Context: an optimization exercise on an open-source flow, tuned for small area and a short achievable clock period. The choices shown serve that exercise and are no tape-out recipe. In this exercise RTL edits were held to simulation tests only and were not proved equivalent to the original. Power is estimated from default activity; no workload was simulated.

[design.v]
module rf_next(
    input wire we,
    input wire wn,
    input wire d,
    input wire q,
    output wire y
);
    assign y = (we & d) | (wn & q);
endmodule
module rf_aoi3(
    input wire s0, d0,
    input wire s1, d1,
    input wire s2, d2,
    output wire y
);
    assign y = ~((s0 & d0) | (s1 & d1) | (s2 & d2));
endmodule
module rf_aoi2(
    input wire s0, d0,
    input wire s1, d1,
    output wire y
);
    assign y = ~((s0 & d0) | (s1 & d1));
endmodule
module rf_read(
    input wire [31:1] sel,
    input wire [1023:32] regs,
    output wire [31:0] data
);
    genvar b, i;
    generate
        for (b = 0; b < 32; b = b + 1) begin : gen_bit
            wire [10:0] y;
            for (i = 0; i < 10; i = i + 1) begin : gen_aoi
                rf_aoi3 u(
                    .s0(sel[3*i+1]), .d0(regs[(3*i+1)*32 + b]),
                    .s1(sel[3*i+2]), .d1(regs[(3*i+2)*32 + b]),
                    .s2(sel[3*i+3]), .d2(regs[(3*i+3)*32 + b]),
                    .y(y[i]));
            end
            assign y[10] = ~(sel[31] & regs[31*32 + b]);
            assign data[b] = ~&y;
        end
    endgenerate
endmodule
module rf_read_x(
    input wire [31:1] sel,
    input wire [1023:32] regs,
    input wire selx,
    input wire [31:0] dx,
    output wire [31:0] data
);
    genvar b, i;
    generate
        for (b = 0; b < 32; b = b + 1) begin : gen_bit
            wire [10:0] y;
            for (i = 0; i < 10; i = i + 1) begin : gen_aoi
                rf_aoi3 u(
                    .s0(sel[3*i+1]), .d0(regs[(3*i+1)*32 + b]),
                    .s1(sel[3*i+2]), .d1(regs[(3*i+2)*32 + b]),
                    .s2(sel[3*i+3]), .d2(regs[(3*i+3)*32 + b]),
                    .y(y[i]));
            end
            rf_aoi2 ux(.s0(sel[31]), .d0(regs[31*32 + b]), .s1(selx), .d1(dx[b]), .y(y[10]));
            assign data[b] = ~&y;
        end
    endgenerate
endmodule
module singlecycle(
    input clk,
    input reset,
    input [31:0] io_sw,
    input [31:0] instr,
    output [31:0] pc_debug,
    output [31:0] io_lcd,
    output [31:0] io_ledg,
    output [31:0] io_ledr,
    output [31:0] io_hex0,
    output [31:0] io_hex1,
    output [31:0] io_hex2,
    output [31:0] io_hex3,
    output [31:0] io_hex4,
    output [31:0] io_hex5,
    output [31:0] io_hex6,
    output [31:0] io_hex7
);
wire [6:0] opcode = instr[6:0];
wire [2:0] f3 = instr[14:12];
wire [4:0] rd_addr = instr[11:7];
wire [4:0] rs1_addr = instr[19:15];
wire [4:0] rs2_addr = instr[24:20];
wire is_lui   = opcode == 7'b0110111;
wire is_auipc = opcode == 7'b0010111;
wire is_jal   = opcode == 7'b1101111;
wire is_jalr  = opcode == 7'b1100111;
wire is_br    = opcode == 7'b1100011;
wire is_load  = opcode == 7'b0000011;
wire is_store = opcode == 7'b0100011;
wire is_opimm = opcode == 7'b0010011;
wire is_op    = opcode == 7'b0110011;
wire is_alu   = is_op | is_opimm;
wire use_rs2  = is_op | is_br | is_store;
wire [31:0] imm_i = {{20{instr[31]}}, instr[31:20]};
wire [31:0] imm_s = {{20{instr[31]}}, instr[31:25], instr[11:7]};
wire [31:0] imm_b = {{20{instr[31]}}, instr[7], instr[30:25], instr[11:8], 1'b0};
wire [31:0] imm_j = {{12{instr[31]}}, instr[19:12], instr[20], instr[30:25], instr[24:21], 1'b0};
wire [31:0] imm_u = {instr[31:12], 12'b0};
reg [31:1] pc_r;
wire [31:0] pc = {pc_r, 1'b0};
assign pc_debug = pc;
wire rd_wren = is_lui | is_auipc | is_jal | is_jalr | is_load | is_alu;
wire [31:0] rd_data;
wire [31:0] rs1v, opb;
wire [31:1] we, wn, valid, sel1, sel2;
wire [1023:32] regs;
genvar i, b;
generate
    for (i = 1; i < 32; i = i + 1) begin : gen_reg
        assign we[i] = rd_wren & (rd_addr == i);
        assign wn[i] = ~we[i];
        reg [31:0] r;
        wire [31:0] nx;
        for (b = 0; b < 32; b = b + 1) begin : gen_bit
            rf_next u(.we(we[i]), .wn(wn[i]), .d(rd_data[b]), .q(r[b]), .y(nx[b]));
        end
        always @(posedge clk)
            r <= nx;
        assign regs[i*32 +: 32] = r;
        reg v;
        always @(posedge clk or posedge reset) begin
            if (reset)
                v <= 1'b0;
            else if (we[i])
                v <= 1'b1;
        end
        assign valid[i] = v;
        assign sel1[i] = valid[i] & (rs1_addr == i);
        assign sel2[i] = use_rs2 & valid[i] & (rs2_addr == i);
    end
endgenerate
rf_read read1(.sel(sel1), .regs(regs), .data(rs1v));
rf_read_x read2(.sel(sel2), .regs(regs), .selx(~use_rs2), .dx(imm_i), .data(opb));
wire [31:0] pimm = is_jal ? imm_j : is_br ? imm_b : imm_u;
wire [31:0] pbase = is_lui ? 32'b0 : pc;
wire [31:0] padd = pbase + pimm;
wire [31:0] pc4 = {pc[31:2] + 30'd1, pc[1:0]};
wire sub = is_br | (is_alu & f3[2:1] == 2'b01) | (is_op & f3 == 3'b000 & instr[30]);
wire [31:0] opb_x = opb ^ {32{sub}};
wire [32:0] sum33 = {rs1v, 1'b1} + {opb_x, sub};
wire [31:0] sum = sum33[32:1];
wire sdiff = rs1v[31] ^ opb[31];
wire lt_s = sdiff ? rs1v[31] : sum[31];
wire lt_u = sdiff ? opb[31] : sum[31];
wire sh_left = f3 == 3'b001;
wire sh_arith = instr[30];
wire [4:0] shamt = opb[4:0];
reg [31:0] rs1_rev;
integer j;
always @(*) begin
    for (j = 0; j < 32; j = j + 1)
        rs1_rev[j] = rs1v[31 - j];
end
wire [31:0] sh_in = sh_left ? rs1_rev : rs1v;
wire sh_fill = sh_arith & ~sh_left & rs1v[31];
wire [63:0] sh_ext = {{32{sh_fill}}, sh_in};
wire [63:0] sh_out64 = sh_ext >> shamt;
wire [31:0] sh_out = sh_out64[31:0];
reg [31:0] sh_res;
always @(*) begin
    for (j = 0; j < 32; j = j + 1)
        sh_res[j] = sh_left ? sh_out[31 - j] : sh_out[j];
end
reg [31:0] alu_res;
always @(*) begin
    case (f3)
        3'b000: alu_res = sum;
        3'b001: alu_res = sh_res;
        3'b010: alu_res = {31'b0, lt_s};
        3'b011: alu_res = {31'b0, lt_u};
        3'b100: alu_res = rs1v ^ opb;
        3'b101: alu_res = sh_res;
        3'b110: alu_res = rs1v | opb;
        default: alu_res = rs1v & opb;
    endcase
end
wire eq = rs1v == opb;
wire lt = f3[1] ? lt_u : lt_s;
reg br_taken;
always @(*) begin
    case (f3)
        3'b000: br_taken = eq;
        3'b001: br_taken = ~eq;
        3'b100, 3'b110: br_taken = lt;
        3'b101, 3'b111: br_taken = ~lt;
        default: br_taken = 1'b0;
    endcase
end
wire [31:0] nxt_pc = is_jalr ? {sum[31:1], 1'b0} :
                     (is_jal | (is_br & br_taken)) ? {padd[31:1], 1'b0} : pc4;
always @(posedge clk or posedge reset) begin
    if (reset)
        pc_r <= 31'b0;
    else
        pc_r <= nxt_pc[31:1];
end
wire [31:0] sx = rs1v ^ imm_s;
wire [31:0] sc0 = {(rs1v[30:0] | imm_s[30:0]), 1'b0};
wire [31:0] sc1 = {(rs1v[30:0] & imm_s[30:0]), 1'b0};
localparam [31:0] IO_BASE = 32'h800;
wire [31:0] ib = {IO_BASE[30:0], 1'b0};
wire [31:0] smis_base = sx ^ IO_BASE ^ ((ib & sc1) | (~ib & sc0));
wire st_common = is_store & ~|{smis_base[31:9], smis_base[3:0]};
wire [10:0] st_hit;
genvar k;
generate
    for (k = 0; k < 11; k = k + 1) begin : gen_st
        localparam [31:0] KA = 32'h800 + 32'h10 * k;
        wire [31:0] kc = {KA[30:0], 1'b0};
        wire [31:0] mis = sx ^ KA ^ ((kc & sc1) | (~kc & sc0));
        assign st_hit[k] = st_common & ~|mis[8:4];
    end
endgenerate
wire [31:0] lx = rs1v ^ imm_i;
wire [31:0] lc0 = {(rs1v[30:0] | imm_i[30:0]), 1'b0};
wire [31:0] lc1 = {(rs1v[30:0] & imm_i[30:0]), 1'b0};
localparam [31:0] LD_ADDR = 32'h900;
wire [31:0] lk = {LD_ADDR[30:0], 1'b0};
wire [31:0] lmis = lx ^ LD_ADDR ^ ((lk & lc1) | (~lk & lc0));
wire ld_hit = ~|lmis;
wire [31:0] ld_data = ld_hit ? io_sw : 32'b0;
wire [351:0] io_q;
generate
    for (k = 0; k < 11; k = k + 1) begin : gen_io
        reg [31:0] q;
        wire [31:0] nx;
        wire hn = ~st_hit[k];
        for (b = 0; b < 32; b = b + 1) begin : gen_bit
            rf_next u(.we(st_hit[k]), .wn(hn), .d(opb[b]), .q(q[b]), .y(nx[b]));
        end
        always @(posedge clk or posedge reset) begin
            if (reset)
                q <= 32'b0;
            else
                q <= nx;
        end
        assign io_q[k*32 +: 32] = q;
    end
endgenerate
assign io_hex0 = io_q[0 +: 32];
assign io_hex1 = io_q[32 +: 32];
assign io_hex2 = io_q[64 +: 32];
assign io_hex3 = io_q[96 +: 32];
assign io_hex4 = io_q[128 +: 32];
assign io_hex5 = io_q[160 +: 32];
assign io_hex6 = io_q[192 +: 32];
assign io_hex7 = io_q[224 +: 32];
assign io_ledr = io_q[256 +: 32];
assign io_ledg = io_q[288 +: 32];
assign io_lcd  = io_q[320 +: 32];
wire [31:0] early_wb = (is_lui | is_auipc) ? padd : (is_jal | is_jalr) ? pc4 : ld_data;
assign rd_data = is_alu ? alu_res : early_wb;
endmodule
[flow/run.sh]
#!/bin/bash
# The standard layout, with the port buffers made from buf_1 cells
# instead of the delay buffers buffer_ports picks by default.
set -euo pipefail
bash standard.sh "BUFFER_PORTS_ARGS=-buffer_cell sky130_fd_sc_hd__buf_1" finish > make_finish.log 2>&1
[config.mk]
export PLATFORM = sky130hd
export DESIGN_NAME = singlecycle
export DESIGN_NICKNAME = singlecycle
export VERILOG_FILES = /design/flow/design.v
export SDC_FILE = /design/flow/constraint.sdc
export NUM_CORES = 4
export LEC_CHECK = 0
export CAP_MARGIN = 35
export CORE_MARGIN = 2
export CORE_UTILIZATION = 40
export SLEW_MARGIN = 35
export SYNTH_HIERARCHICAL = 1
[constraint.sdc]
create_clock -name core_clock -period 12.0 [get_ports {clk}]
set_input_delay 2.4000 -clock core_clock [delete_from_list [all_inputs] [get_ports {clk}]]
set_output_delay 2.4000 -clock core_clock [all_outputs]
set_load 0.01 [all_outputs]
[standard.sh]
#!/bin/bash
# synth_recipe.tcl (not shown) runs the flow's synth.tcl, then flattens the netlist and writes it again
# the make line also repeats each setting of config.mk as NAME=value (left out here)
make -C /OpenROAD-flow-scripts/flow DESIGN_CONFIG=/design/flow/config.mk WORK_HOME=/design/flow/orfs CLKGATE_MAP_FILE= SYNTH_SCRIPT=/design/flow/synth_recipe.tcl "${@:-finish}"
==> impl_metrics.ini, run 1 <==
[floorplanning]
core_sq_mm = 0.1586
num_rows = 146
die_width_um = 404.0
initial_utilization_pct = 40.37
io_pins = 450
die_area_sq_mm = 0.1632
die_height_um = 404.0

[setup_path]
slowest_stage = a222oi_1
path_max_fanout = 31
worstRegToRegCells = 17
end_kind = flop
startpoint_type = input pin
rrSetupSlack_ns = 4.00
critPathTopFamily = simple AND/OR/NAND/NOR gates
rr_endpoint = gen_reg[2].r[21]
cp.arrival_ns = 11.26
startpoint = instr[2]
worstReg2RegStart = gen_reg[28].v
critPathRequiredTime_ns = 12.76
path_class = in2reg
critPathMaxStageDelay_ns = 0.73
path_cells = buf_1, nor3_1, nand4_1, nor3_1, and3_1, buf_12, a222oi_1, nand4_1, or3_1, inv_1, xnor2_1, ha_1, nand2_1, o21ai_0, a211oi_1, a21oi_1, or2_2, a41o_1, xor2_1, a221oi_1, o22ai_4, buf_4, a22o_1
cp_num_buf_inv = 4

[hold_path]
min_to = gen_reg[1].v
hold_path.class = reg2reg
hp-start = gen_reg[1].v
min_delay_path_depth = 1

[power]
vdd_drop_max_uv = 152.5
p_leak_nw = 31.30
power.density_mw_per_mm2 = 144.5

[job]
cap_viol_max_count = 0

[sta]
hold_viol = 0
slew_violations = 0
setup_viol = 0
tightest_slew_ns = 1.132
post-route-period-util_pct = 87.51
fmax_mhz = 95.23
finalSetupTns_ns = 0
relSlewSlack_pct = 24.51
post-route-min-period_ns = 10.50
rsz0062_at_grt = no
skew_ns = 0.05072

[drt]
wirelength_mm = 368.6
firstDrtPassIters = 13
drtAntennaViolNets = 0
wl_per_cell_um = 41.97
drc_errors = 0
drt-vias-per-instance = 7.505
drtIter0Drc = 14197
vias = 65918

[layout]
drive_gt1_share_pct = 12.23
area_delta_synth_final_pct = 19.80
fillers = 14601
utilization_pct = 48.36
regArea_sq_mm = 0.03022
nNetsFinal = 6816
multi_input_area_sq_mm = 0.03309

[clock_network]
cts_hold_buf = 0
cts_root_buf = clkbuf_16
cts_tree = yes
cts_resized = 0
cts.clk_slew.worst_paths_ns = 0.06
cts_setup_buffers = 0
cts_buffers = 155
ctsHtreeMaxLevel = 4
clock_path_buffers = 3
cts_num_sinks = 1406
clock_latency_ns = 0.85

[global_route]
grtUsageTotal_pct = 43.32
antenna_found_initial = 28
overflow = 0
grt_pass1_wl_mm = 502.9
grt_max_degree = 152
grt_pass1_vias = 60337

[logic_synthesis]
syn_area_sq_mm = 0.06401
synth_compound_area_share_pct = 35.50
synth_seq_area_share_pct = 47.21
synth_fa_ha_area_share_pct = 3.296
synth.area.mux_share_pct = 2.619
synthXorXnorAreaFrac_pct = 2.352
yosysWarnings = 7
async_flop_share_pct = 29.45
yosys.area_share.simple_pct = 7.299
synth_top_family_by_area = compound AO/OA/AOI/OAI gates
yosys.cell_types.count = 89
synthFlopType = dfxtp_1
synth-edff-count = 0
synth-seq-cells = 1406
syn_nets = 5909
synth_cells = 5675
synth.avg_cell_area_sq_um = 11.28

[placed_design]
dpl.hpwl_mm = 258.6
gp_congestion = 1.085
portBuffers = 448

[run_status]
status = no timing/DRC/antenna violations
[cells in the mapped netlist (14+ instances only)]
master / n / area (sq um)
o211ai_1: 32 / 240.2
mux2i_1: 84 / 840.8
a21o_1: 50 / 375.4
nand4_1: 151 / 944.7
buf_2: 15 / 75.07
o22ai_1: 18 / 112.6
nand2b_1: 42 / 262.8
xnor2_1: 110 / 963.4
a221oi_1: 18 / 157.7
o21ai_0: 112 / 560.5
a22o_1: 1349 / 11820
a2111o_1: 33 / 371.6
a222oi_1: 641 / 6416
a31oi_1: 18 / 112.6
nand3_1: 68 / 340.3
dfrtp_1: 414 / 10360
dfxtp_1: 992 / 19860
a22oi_1: 14 / 105.1
or3_1: 40 / 250.2
mux4_2: 31 / 698.2
a221o_1: 19 / 190.2
nor2_1: 155 / 581.8
clkbuf_1: 79 / 296.5
and3_1: 81 / 506.7
inv_1: 143 / 536.8
nor3_1: 38 / 190.2
a211oi_1: 24 / 180.2
nand2_1: 250 / 938.4
o21a_1: 14 / 105.1
xor2_1: 60 / 525.5
ha_1: 167 / 2090
and2_1: 44 / 275.3
a21oi_1: 138 / 690.7
a22oi_2: 33 / 412.9
[routing by layer]
| layer | wire length, um | global-route usage (%) |
|---|---|---|
| met2 | 144300 | 59.15 |
| met4 | 29370 | 27.00 |
| met3 | 58660 | 19.76 |
| met5 | 362 | 0.7434 |
| met1 | 136000 | 54.96 |
[Yosys stat by module, one instance, submodules excluded]
| module | cells | cell area [sq um] |
|---|---|---|
| singlecycle | 3400 | 43750 |
| rf_read | 131 | 914.6 |
| rf_read_x | 128 | 760.7 |
| rf_aoi2 | 1 | 12.51 |
| rf_aoi3 | 1 | 10.01 |
| rf_next | 1 | 8.758 |
[worst max path at each step]
stage	endpoint	slack, ns	cells past startpoint
detailed placement	gen_reg[17].r[21]	1.29	24
global placement	gen_reg[5].r[21]	1.29	23
CTS	gen_reg[28].r[21]	2.11	24
finish	gen_reg[2].r[21]	1.50	23
floorplan	gen_reg[10].r[20]	0.54	22
global route	gen_reg[16].r[21]	1.78	24
[flip-flops by register name (all words and copies together), names as in the netlist]
signal,count
gen.v,31
gen_io.q,352
pc_r,31
gen.r,992
[kinds of logic after synthesis]
logic type	after synthesis
buffers and inverters	266
AO/OA/AOI/OAI	2614
flip-flops	1406
XOR/XNOR	171
multiplexers	127
AND/OR/NAND/NOR	922
adder cells (fa/ha/maj)	168
other	1
[stage by stage]
step                hold WS, ns  total power, W  setup slack, ns  area (sq um)  std cells
finish                   0.4779         0.01108            1.499         76680       8783
floorplan                0.4403        0.005619           0.5426         64010       5675
CTS                      0.4770         0.01102            2.113         76600       8767
detailed placement       0.4625        0.006168            1.285         71420       8487
global route             0.4966         0.01132            1.784         76670       8779
global placement         0.4566        0.006175            1.286         71230       8457
[cells in the final DEF (no fill, tap or decap), types with 134 or more instances in the layout]
cell type / instances
a21oi_1: 134
a222oi_1: 641
a22o_1: 1349
buf_1: 445
buf_4: 360
clkbuf_16: 161
dfrtp_1: 414
dfxtp_1: 992
ha_1: 167
nand2_1: 250
nand4_1: 151
nor2_1: 147
[worst register-to-register path, cell delays in order, from the launching register on]
cell	delay, ns
dfrtp_1	0.39
and3_1	0.43
buf_4	0.37
a222oi_1	0.69
nand4_1	0.66
a2111o_1	0.87
ha_1	0.49
nand2_1	0.20
o21ai_0	0.18
a211oi_1	0.54
a21oi_1	0.30
or2_2	0.46
a41o_1	0.36
xor2_1	0.71
a221oi_1	0.35
o22ai_4	0.25
buf_4	0.42
a22o_1	0.26
[layout make-up]
cell class / instances / area share [%]
well taps: 2072 / 3.381
diodes: 6 / 0.01958
multi-input cells: 4003 / 43.16
flip-flops and latches: 1406 / 39.41
clock inverters: 49 / 0.7343
inverters: 148 / 0.7294
clock buffers: 231 / 6.015
repair buffers: 868 / 6.555
[power by group]
group,switching (W),internal (W)
Combinational,0.000872,0.000390
Clock,0.00211,0.00282
Sequential,0.000135,0.00476
==> run 2: changes to the inputs <==
--- a/design.v
+++ b/design.v
@@ -16,4 +16,10 @@
     assign y = ~((s0 & d0) | (s1 & d1) | (s2 & d2));
 endmodule
+module rf_fin(
+    input wire [10:0] y,
+    output wire d
+);
+    assign d = ~&y;
+endmodule
 module rf_aoi2(
     input wire s0, d0,
@@ -26,5 +32,6 @@
     input wire [31:1] sel,
     input wire [1023:32] regs,
-    output wire [31:0] data
+    output wire [31:0] data,
+    output wire [31:0] data2
 );
     genvar b, i;
@@ -40,5 +47,6 @@
             end
             assign y[10] = ~(sel[31] & regs[31*32 + b]);
-            assign data[b] = ~&y;
+            rf_fin f1(.y(y), .d(data[b]));
+            rf_fin f2(.y(y), .d(data2[b]));
         end
     endgenerate
@@ -49,5 +57,6 @@
     input wire selx,
     input wire [31:0] dx,
-    output wire [31:0] data
+    output wire [31:0] data,
+    output wire [31:0] data2
 );
     genvar b, i;
@@ -63,5 +72,6 @@
             end
             rf_aoi2 ux(.s0(sel[31]), .d0(regs[31*32 + b]), .s1(selx), .d1(dx[b]), .y(y[10]));
-            assign data[b] = ~&y;
+            rf_fin f1(.y(y), .d(data[b]));
+            rf_fin f2(.y(y), .d(data2[b]));
         end
     endgenerate
@@ -100,5 +110,6 @@
 wire is_op    = opcode == 7'b0110011;
 wire is_alu   = is_op | is_opimm;
-wire use_rs2  = is_op | is_br | is_store;
+wire use_rs2  = instr[5] & ~instr[2];    
+wire wb_alu   = instr[4] & ~instr[2];    
 wire [31:0] imm_i = {{20{instr[31]}}, instr[31:20]};
 wire [31:0] imm_s = {{20{instr[31]}}, instr[31:25], instr[11:7]};
@@ -111,7 +122,12 @@
 wire rd_wren = is_lui | is_auipc | is_jal | is_jalr | is_load | is_alu;
 wire [31:0] rd_data;
-wire [31:0] rs1v, opb;
+wire [31:0] rs1v, opb;      
+wire [31:0] rs1b, opbb;     
 wire [31:1] we, wn, valid, sel1, sel2;
 wire [1023:32] regs;
+wire [3:0] lo1 = 4'b1 << rs1_addr[1:0];
+wire [7:0] hi1 = 8'b1 << rs1_addr[4:2];
+wire [3:0] lo2 = 4'b1 << rs2_addr[1:0];
+wire [7:0] hi2 = use_rs2 ? 8'b1 << rs2_addr[4:2] : 8'b0;
 genvar i, b;
 generate
@@ -135,15 +151,15 @@
         end
         assign valid[i] = v;
-        assign sel1[i] = valid[i] & (rs1_addr == i);
-        assign sel2[i] = use_rs2 & valid[i] & (rs2_addr == i);
+        assign sel1[i] = valid[i] & hi1[i / 4] & lo1[i % 4];
+        assign sel2[i] = valid[i] & hi2[i / 4] & lo2[i % 4];
     end
 endgenerate
-rf_read read1(.sel(sel1), .regs(regs), .data(rs1v));
-rf_read_x read2(.sel(sel2), .regs(regs), .selx(~use_rs2), .dx(imm_i), .data(opb));
-wire [31:0] pimm = is_jal ? imm_j : is_br ? imm_b : imm_u;
-wire [31:0] pbase = is_lui ? 32'b0 : pc;
+rf_read read1(.sel(sel1), .regs(regs), .data(rs1v), .data2(rs1b));
+rf_read_x read2(.sel(sel2), .regs(regs), .selx(~use_rs2), .dx(imm_i), .data(opb), .data2(opbb));
+wire [31:0] pimm = instr[6] ? (instr[2] ? imm_j : imm_b) : imm_u;
+wire [31:0] pbase = (~instr[6] & instr[5]) ? 32'b0 : pc;
 wire [31:0] padd = pbase + pimm;
 wire [31:0] pc4 = {pc[31:2] + 30'd1, pc[1:0]};
-wire sub = is_br | (is_alu & f3[2:1] == 2'b01) | (is_op & f3 == 3'b000 & instr[30]);
+wire sub = instr[6] ? ~instr[2] : (f3[2:1] == 2'b01) | (instr[5] & f3 == 3'b000 & instr[30]);
 wire [31:0] opb_x = opb ^ {32{sub}};
 wire [32:0] sum33 = {rs1v, 1'b1} + {opb_x, sub};
@@ -154,13 +170,13 @@
 wire sh_left = f3 == 3'b001;
 wire sh_arith = instr[30];
-wire [4:0] shamt = opb[4:0];
+wire [4:0] shamt = opbb[4:0];
 reg [31:0] rs1_rev;
 integer j;
 always @(*) begin
     for (j = 0; j < 32; j = j + 1)
-        rs1_rev[j] = rs1v[31 - j];
-end
-wire [31:0] sh_in = sh_left ? rs1_rev : rs1v;
-wire sh_fill = sh_arith & ~sh_left & rs1v[31];
+        rs1_rev[j] = rs1b[31 - j];
+end
+wire [31:0] sh_in = sh_left ? rs1_rev : rs1b;
+wire sh_fill = sh_arith & ~sh_left & rs1b[31];
 wire [63:0] sh_ext = {{32{sh_fill}}, sh_in};
 wire [63:0] sh_out64 = sh_ext >> shamt;
@@ -178,8 +194,8 @@
         3'b010: alu_res = {31'b0, lt_s};
         3'b011: alu_res = {31'b0, lt_u};
-        3'b100: alu_res = rs1v ^ opb;
+        3'b100: alu_res = rs1b ^ opbb;
         3'b101: alu_res = sh_res;
-        3'b110: alu_res = rs1v | opb;
-        default: alu_res = rs1v & opb;
+        3'b110: alu_res = rs1b | opbb;
+        default: alu_res = rs1b & opbb;
     endcase
 end
@@ -204,11 +220,13 @@
         pc_r <= nxt_pc[31:1];
 end
-wire [31:0] sx = rs1v ^ imm_s;
-wire [31:0] sc0 = {(rs1v[30:0] | imm_s[30:0]), 1'b0};
-wire [31:0] sc1 = {(rs1v[30:0] & imm_s[30:0]), 1'b0};
+wire [31:0] imm_ls = {imm_i[31:5], instr[5] ? instr[11:7] : instr[24:20]};
+wire [31:0] ax = rs1b ^ imm_ls;
+wire [31:0] c0 = {(rs1b[30:0] | imm_ls[30:0]), 1'b0};
+wire [31:0] c1 = {(rs1b[30:0] & imm_ls[30:0]), 1'b0};
 localparam [31:0] IO_BASE = 32'h800;
 wire [31:0] ib = {IO_BASE[30:0], 1'b0};
-wire [31:0] smis_base = sx ^ IO_BASE ^ ((ib & sc1) | (~ib & sc0));
-wire st_common = is_store & ~|{smis_base[31:9], smis_base[3:0]};
+wire [31:0] mis_base = ax ^ IO_BASE ^ ((ib & c1) | (~ib & c0));
+wire ls_common = ~|{mis_base[31:10], mis_base[3:0]};
+wire st_common = is_store & ls_common & ~mis_base[9];
 wire [10:0] st_hit;
 genvar k;
@@ -217,15 +235,12 @@
         localparam [31:0] KA = 32'h800 + 32'h10 * k;
         wire [31:0] kc = {KA[30:0], 1'b0};
-        wire [31:0] mis = sx ^ KA ^ ((kc & sc1) | (~kc & sc0));
+        wire [31:0] mis = ax ^ KA ^ ((kc & c1) | (~kc & c0));
         assign st_hit[k] = st_common & ~|mis[8:4];
     end
 endgenerate
-wire [31:0] lx = rs1v ^ imm_i;
-wire [31:0] lc0 = {(rs1v[30:0] | imm_i[30:0]), 1'b0};
-wire [31:0] lc1 = {(rs1v[30:0] & imm_i[30:0]), 1'b0};
 localparam [31:0] LD_ADDR = 32'h900;
 wire [31:0] lk = {LD_ADDR[30:0], 1'b0};
-wire [31:0] lmis = lx ^ LD_ADDR ^ ((lk & lc1) | (~lk & lc0));
-wire ld_hit = ~|lmis;
+wire [31:0] lmis = ax ^ LD_ADDR ^ ((lk & c1) | (~lk & c0));
+wire ld_hit = ls_common & ~|lmis[9:4];
 wire [31:0] ld_data = ld_hit ? io_sw : 32'b0;
 wire [351:0] io_q;
@@ -236,5 +251,5 @@
         wire hn = ~st_hit[k];
         for (b = 0; b < 32; b = b + 1) begin : gen_bit
-            rf_next u(.we(st_hit[k]), .wn(hn), .d(opb[b]), .q(q[b]), .y(nx[b]));
+            rf_next u(.we(st_hit[k]), .wn(hn), .d(opbb[b]), .q(q[b]), .y(nx[b]));
         end
         always @(posedge clk or posedge reset) begin
@@ -258,5 +273,5 @@
 assign io_ledg = io_q[288 +: 32];
 assign io_lcd  = io_q[320 +: 32];
-wire [31:0] early_wb = (is_lui | is_auipc) ? padd : (is_jal | is_jalr) ? pc4 : ld_data;
-assign rd_data = is_alu ? alu_res : early_wb;
-endmodule
+wire [31:0] early_wb = instr[4] ? padd : instr[2] ? pc4 : ld_data;    
+assign rd_data = wb_alu ? alu_res : early_wb;
+endmodule
--- a/config.mk
+++ b/config.mk
@@ -6,7 +6,13 @@
 export NUM_CORES = 4
 export LEC_CHECK = 0
-export CAP_MARGIN = 35
+export CAP_MARGIN = 20
+export CELL_PAD_IN_SITES_DETAIL_PLACEMENT = 1
+export CELL_PAD_IN_SITES_GLOBAL_PLACEMENT = 1
 export CORE_MARGIN = 2
 export CORE_UTILIZATION = 40
-export SLEW_MARGIN = 35
+export CTS_BUF_LIST = sky130_fd_sc_hd__clkbuf_8
+export CTS_CLUSTER_SIZE = 24
+export PLACE_DENSITY = 0.5
+export SETUP_SLACK_MARGIN = 3
+export SLEW_MARGIN = 20
 export SYNTH_HIERARCHICAL = 1
==> run 2 against run 1 <==
  * Die area increased by 2.4%
  * Sequential power increased by 4%
  * Clock-buffer cell count increased by 83
  * Utilization decreased by 1.0 points
  * Final area increased by 0.50%
  * First-iteration DRC count decreased by 3.9%
  * Global-route usage increased by 2.9 points
  * Area after synthesis increased by 2.4%
==> impl_metrics.ini, run 2 <==
[run_status]
status = no timing/DRC/antenna violations

[sta]
slew_violations = 0
tightest_slew_ns = 1.170
fmax_mhz = 106.4
finalSetupTns_ns = 0
post-route-min-period_ns = 9.398
skew_ns = 0.08294
post-route-period-util_pct = 78.32
setup_viol = 0
relSlewSlack_pct = 21.99
holdWs_ns = 0.4878
hold_viol = 0
rsz0062_at_grt = no

[power]
power.density_mw_per_mm2 = 148.1
netSwitchingFraction_pct = 32.17
combPwrFrac_pct = 16.2
power_frac_clock_pct = 39.3
p_int_w = 0.007740
vdd_drop_max_uv = 120.0
net-switching-power_w = 0.003670
pwr-share-seq_pct = 44.5
p_leak_nw = 32.95

[layout]
final_common_cell = a22o_1
utilization_pct = 47.34
design_area_sq_mm = 0.07706
drive_gt1_share_pct = 12.14
fin_cells = 9226
regMostFlops = gen.r
nNetsFinal = 7058
multi_input_area_sq_mm = 0.03464
regArea_sq_mm = 0.03022
area_delta_synth_final_pct = 17.59
largestRegisters = gen.r x992, gen_io.q x352
final_cell_mix = 1348 x a22o_1, 992 x dfxtp_1, 643 x a222oi_1
largest_register_ffs = 992
fillers = 17813

[clock_network]
cts.clk_slew.worst_paths_ns = 0.06
clock_path_buffers = 3
cts_hold_buf = 0
ctsHtreeMaxLevel = 4
cts_root_buf = clkbuf_8
cts_buffers = 235
cts_num_sinks = 1406
clock_latency_ns = 1.08
cts_tree = yes

[drt]
drtAntennaViolNets = 0
firstDrtPassIters = 15
vias = 69165
drt-vias-per-instance = 7.497
wl_per_cell_um = 43.42
drtIter0Drc = 13638
wirelength_mm = 400.6
drc_errors = 0

[logic_synthesis]
synth.top_cells.by_count = 1348 x a22o_1, 992 x dfxtp_1, 643 x a222oi_1, 414 x dfrtp_1, 286 x nand4_1
synth-edff-count = 0
synth_fa_ha_area_share_pct = 3.124
synth.area.mux_share_pct = 2.667
syn_area_sq_mm = 0.06553
synth_compound_area_share_pct = 33.48
synth-seq-cells = 1406
synth_top_area_share_pct = 30.30
synth_most_common_cell = a22o_1
synth_top_family_by_area = compound AO/OA/AOI/OAI gates
yosys.area.top_type = dfxtp_1
yosys.cell_types.count = 84
synth.avg_cell_area_sq_um = 10.99
yosys.area_share.simple_pct = 10.53
netlist_top_cells_area = dfxtp_1 30%, a22o_1 18%, dfrtp_1 16%
async_flop_share_pct = 29.45
synthXorXnorAreaFrac_pct = 2.473
yosysWarnings = 7
syn_nets = 6191
synth_cells = 5962
synthFlopType = dfxtp_1
synth_seq_area_share_pct = 46.11

[global_route]
grt_pass1_wl_mm = 546.9
grt_max_degree = 139
grtUsageTotal_pct = 46.22
grt_pass1_vias = 65311
antenna_found_initial = 33
overflow = 0

[hold_path]
min_to = gen_reg[7].v
hold_path.class = reg2reg
hp-start = gen_reg[7].v
min_delay_path_depth = 1

[setup_path]
slowest_stage = a221oi_1
cp.arrival_ns = 10.33
startpoint_type = input pin
rr_endpoint = gen_reg[7].r[29]
critPathRequiredTime_ns = 12.94
worstRegToRegCells = 15
path_max_fanout = 31
path_cells = buf_1, nor2b_1, and3_1, buf_4, a222oi_1, nand4_1, or3_1, buf_4, mux4_2, mux2i_1, mux2i_1, a211oi_1, a31oi_1, a221oi_1, a21boi_0, o21ai_4, a22o_1
path_class = in2reg
critPathMaxStageDelay_ns = 0.96
rrSetupSlack_ns = 4.65
worstReg2RegStart = gen_reg[22].v
end_kind = flop

[floorplanning]
io_pins = 450
num_rows = 148
die_area_sq_mm = 0.1671
die_height_um = 408.8
initial_utilization_pct = 40.26
die_width_um = 408.8
core_sq_mm = 0.1628

[placed_design]
dpl.hpwl_mm = 275.0
gp_congestion = 1.047
portBuffers = 448
place_inst = 8764
placed_area_sq_mm = 0.07199

[job]
cap_viol_max_count = 0
run 2: cell count changes after synthesis, moves of 13 or more:
cell and delta:
a2111o_1 -33, a21oi_1 -13, nor2_1 -14, nand4_1 +135, or3_1 +96, a221o_1 -15, a21o_1 -22, o22ai_1 -13
xnor2_1 -23, nand3_1 +126, nor2b_1 +18, xor2_1 +38, clkbuf_1 -13
run 2: how the worst max path moves through the flow:
stage,from,endpoint
final,instr[15],gen_reg[7].r[29]
after global routing,instr[19],gen_reg[8].r[6]
after CTS,instr[21],gen_reg[6].r[31]
after detailed placement,instr[21],gen_reg[6].r[26]
after global placement,instr[21],gen_reg[18].r[26]
after floorplan,instr[2],gen_reg[10].r[11]
run 2: cells by family after synthesis:
logic type               Yosys count
flip-flops                      1406
other                              1
adder cells (fa/ha/maj)          163
buffers and inverters            258
XOR/XNOR                         185
AO/OA/AOI/OAI                   2530
multiplexers                     124
AND/OR/NAND/NOR                 1295
run 2: metrics by stage:
step                      total power, W  setup WS [ns]
after floorplan                 0.006081          3.216
after global placement          0.006900          1.764
after detailed placement        0.006930          1.738
after CTS                        0.01135          3.140
after global routing             0.01174          2.825
final                            0.01141          2.602
run 2: per-layer routing:
metal	part of all wire [%]	track usage, %	up-vias
met4	9.3	34.86	28
met1	37	56.57	35429
met2	42	67.23	5124
met3	12	15.23	1318
li1	-	-	27266
met5	0.068	0.5172	-
run 2: power groups by stage:
stage / clock [W] / combinational, W / sequential, W
after CTS: 0.00450 / 0.00178 / 0.00507
final: 0.00448 / 0.00185 / 0.00508
after global placement: 0 / 0.00174 / 0.00516
after floorplan: 0 / 0.000966 / 0.00511
after detailed placement: 0 / 0.00177 / 0.00516
after global routing: 0.00473 / 0.00192 / 0.00510
run 2: what timing repair did:
item                       CTS  global route
gates resized for setup      2            11
pin swaps                    0             4
setup endpoints to repair   49           370
setup buffers                0             1
run 2: cell type report:
class                           count  area share (%)
Clock inverter                    122          0.7664
Multi-Input combinational cell   4298           44.95
Sequential cell                  1406           39.21
Clock buffer                      314           5.608
Tap cell                         2175           3.531
Inverter                          152          0.7550
Timing Repair Buffer              736           5.097
Antenna cell                       23         0.07469
run 2: worst max-delay path: cells and delay by family:
kind | cells | cell delay [ns]
mux | 3 | 0.84
compound gates | 7 | 3.41
simple gates | 4 | 2.21
buf+inv | 3 | 1.37
run 2: per-module statistics from Yosys (local to each module, per instance), a selection:
module       cells  cell area (sq um)
rf_aoi2          1              12.51
rf_fin           4              23.77
rf_read         35              153.9
rf_next          1              8.758
singlecycle   3399              43760
rf_aoi3          1              10.01
==> run 3: changes to the inputs <==
--- a/config.mk
+++ b/config.mk
@@ -14,5 +14,6 @@
 export CTS_CLUSTER_SIZE = 24
 export PLACE_DENSITY = 0.5
-export SETUP_SLACK_MARGIN = 3
+export SETUP_SLACK_MARGIN = 5
 export SLEW_MARGIN = 20
 export SYNTH_HIERARCHICAL = 1
+export TNS_END_PERCENT = 0
==> run 3 against run 2 <==
  * Still clean
  * Utilization rose by 2.6 points
  * Hold slack improved by 0.0040 ns
  * Setup slack improved by 1.5 ns
  * Sequential cell count did not move
  * Clock power barely moved
  * Highest routed layer unchanged
==> impl_metrics.ini, run 3 <==
[run_status]
status = no timing/DRC/antenna violations

[layout]
nNetsFinal = 7315
utilization_pct = 49.91
area_delta_synth_final_pct = 23.97
fillers = 17662
largest_register_ffs = 992
largestRegisters = gen.r x992, gen_io.q x352
final_cell_mix = 1348 x a22o_1, 992 x dfxtp_1, 643 x a222oi_1
final_common_cell = a22o_1
regMostFlops = gen.r
drive_gt1_share_pct = 17.91

[clock_network]
cts_buffers = 238
ctsHtreeMaxLevel = 4
cts.clk_slew.worst_paths_ns = 0.06
cts_tree = yes
cts_hold_buf = 0
cts_num_sinks = 1406
cts_root_buf = clkbuf_8
clock_path_buffers = 3
clock_latency_ns = 1.05

[sta]
setup_ws_ns = 4.120
rsz0062_at_grt = yes
finalSetupTns_ns = 0
post-route-min-period_ns = 7.880
tightest_slew_ns = 1.349
slew_violations = 0
hold_viol = 0
relSlewSlack_pct = 9.482
skew_ns = 0.08667
setup_viol = 0
post-route-period-util_pct = 65.67
fmax_mhz = 126.9

[power]
power.density_mw_per_mm2 = 143.6
p_leak_nw = 34.38
vdd_drop_max_uv = 122.2

[logic_synthesis]
synth-seq-cells = 1406
synth.area.mux_share_pct = 2.667
synthXorXnorAreaFrac_pct = 2.473
synth_top_family_by_area = compound AO/OA/AOI/OAI gates
syn_nets = 6191
yosysWarnings = 7
synth-edff-count = 0
synthFlopType = dfxtp_1
synth_fa_ha_area_share_pct = 3.124
synth_seq_area_share_pct = 46.11
syn_area_sq_mm = 0.06553
netlist_top_cells_area = dfxtp_1 30%, a22o_1 18%, dfrtp_1 16%
yosys.cell_types.count = 84
yosys.area_share.simple_pct = 10.53
synth_cells = 5962
synth_most_common_cell = a22o_1
synth_top_area_share_pct = 30.30
synth.top_cells.by_count = 1348 x a22o_1, 992 x dfxtp_1, 643 x a222oi_1, 414 x dfrtp_1, 286 x nand4_1
yosys.area.top_type = dfxtp_1
async_flop_share_pct = 29.45
synth_compound_area_share_pct = 33.48
synth.avg_cell_area_sq_um = 10.99

[setup_path]
startpoint_type = input pin
critPathRequiredTime_ns = 12.95
path_max_fanout = 31
path_class = in2reg
cp.arrival_ns = 8.83
end_kind = flop

[floorplanning]
die_width_um = 408.8
num_rows = 148
die_area_sq_mm = 0.1671
initial_utilization_pct = 40.26
io_pins = 450
core_sq_mm = 0.1628
die_height_um = 408.8

[global_route]
grt_pass1_vias = 67032
overflow = 0
antenna_found_initial = 37
grt_pass1_wl_mm = 558.2
grt_max_degree = 151
grtUsageTotal_pct = 47.22

[drt]
drt-vias-per-instance = 7.488
drc_errors = 0
drtIter0Drc = 12867
wirelength_mm = 413.9
vias = 70992
drtAntennaViolNets = 0
wl_per_cell_um = 43.65
firstDrtPassIters = 13

[placed_design]
gp_congestion = 1.059
portBuffers = 448
dpl.hpwl_mm = 273.4
dp_slack_ns = 1.237

[hold_path]
hold_path.class = reg2reg

[job]
cap_viol_max_count = 0
## run 3: cell counts after synthesis
No cell type changed its count.
## run 3: stage by stage
stage	cell area (sq um)	total power [W]	instances	hold slack [ns]
2_1_floorplan	65550	0.006083	5962	0.4399
3_3_place_gp	71980	0.006899	8765	0.4601
3_5_place_dp	72030	0.006931	8767	0.4646
4_1_cts	80030	0.01151	9374	0.4940
5_1_grt	81210	0.01196	9468	0.5041
6_report	81240	0.01166	9481	0.4919
## run 3: cell type report
cell class / count / area (sq um) / area share, %
well taps: 2175 / 2721 / 3.350
repair buffers: 973 / 6396 / 7.873
inverters: 152 / 625.6 / 0.7701
multi-input cells: 4312 / 36270 / 44.65
clock inverters: 141 / 810.8 / 0.9980
clock buffers: 300 / 4129 / 5.082
repair inverters: 3 / 17.52 / 0.02156
flip-flops and latches: 1406 / 30220 / 37.20
diodes: 19 / 47.55 / 0.05853
## run 3: per-layer routing
layer	global-route usage (%)	routed length (um)	up-vias
met4	36.41	39800	26
met3	18.27	55500	1475
met5	0.7184	333	-
met2	67.85	170500	5376
met1	56.45	147700	36281
li1	-	-	27834
## run 3: final timing paths
check	startpoint	slack [ns]	cells past startpoint	end
setup / recovery	instr[15]	4.12	18	gen_reg[7].r[17]
hold / removal	gen_io[3].q[6]	0.49	1	gen_io[3].q[6]
setup reg to reg	gen_reg[8].v	5.71	16	gen_reg[7].r[17]
hold reg to reg	gen_io[3].q[6]	0.49	1	gen_io[3].q[6]
max in group asynchronous	reset	8.05	4	gen_reg[13].v
min in group asynchronous	reset	1.52	2	gen_io[9].q[7]
## run 3: Yosys stat by module, one instance, submodules excluded, excerpt
module	cells inside	copies in the design	cell area, sq um
singlecycle	3399	1	43760
rf_read	35	1	153.9
rf_fin	4	128	23.77
rf_aoi2	1	32	12.51
rf_aoi3	1	640	10.01
rf_next	1	1344	8.758
## run 3: worst max-delay path, cell delays in order
cell and delay, ns:
buf_2 0.38, nor3_1 0.16, and3_2 0.53, buf_4 0.39, a222oi_1 0.40, nand4_1 0.69, or3_4 0.64, ha_1 0.45
nand2_1 0.27, nor4_2 0.31, nand2_1 0.15, a21oi_1 0.25, nor2_1 0.08, xnor2_1 0.60, a22oi_1 0.14, nand2_1 0.13
buf_4 0.44, a22o_1 0.24
## run 3: repair_timing
action / in CTS / in global routing
resized for setup: 340 / 95
setup endpoints to repair: 1375 / 1375
buffers inserted: 149 / 79
hold endpoints to repair: 0 / 0
pin swaps: 236 / 149
gates cloned: 17 / 6
## run 3: power breakdown
group / switching [W] / total [W] / internal [W]
Sequential: 0.000206 / 0.00508 / 0.00487
Combinational: 0.00143 / 0.00207 / 0.000643
Clock: 0.00214 / 0.00451 / 0.00237
Total: 0.00377 / 0.0117 / 0.00789
## run 3: logic make-up after synthesis
group,count (synthesis)
and+or+nand+nor,1295
adders and majority gates,163
buffers and inverters,258
xor gates and xnor gates,185
DFF,1406
muxes,124
other,1
AOI/OAI and AO/OA,2530

[static timing again, ports no longer ideal]
How much do the figures lean on ideal ports? The routed layouts below were timed once more, with nothing changed but the port constraints. Step 1 sets driving cells, clkbuf_16 on the clock port and buf_2 on the other inputs (assumed; they add their load-dependent delay and slew). Step 2, shift: input delay + t, output delay - t, t = (earliest + latest rising clock arrival at the registers) / 2. This alone moves slack from input paths to output paths. Slacks: no drivers / after step 1 / after step 2; pairs: no drivers / after step 1.
run	t, ns	setup slack, ns	clock arrival spread, ns
run 1	0.924	1.499 / 1.554 / 0.630	0.051 / 0.051
run 2	1.128	2.602 / 2.661 / 1.532	0.083 / 0.083
run 3	1.100	4.120 / 4.175 / 3.075	0.087 / 0.087
After both steps setup and hold are still met in every run listed. The setup slack of run 2, which loses most, moves by +0.059 ns with the drivers and by -1.070 ns with both steps.
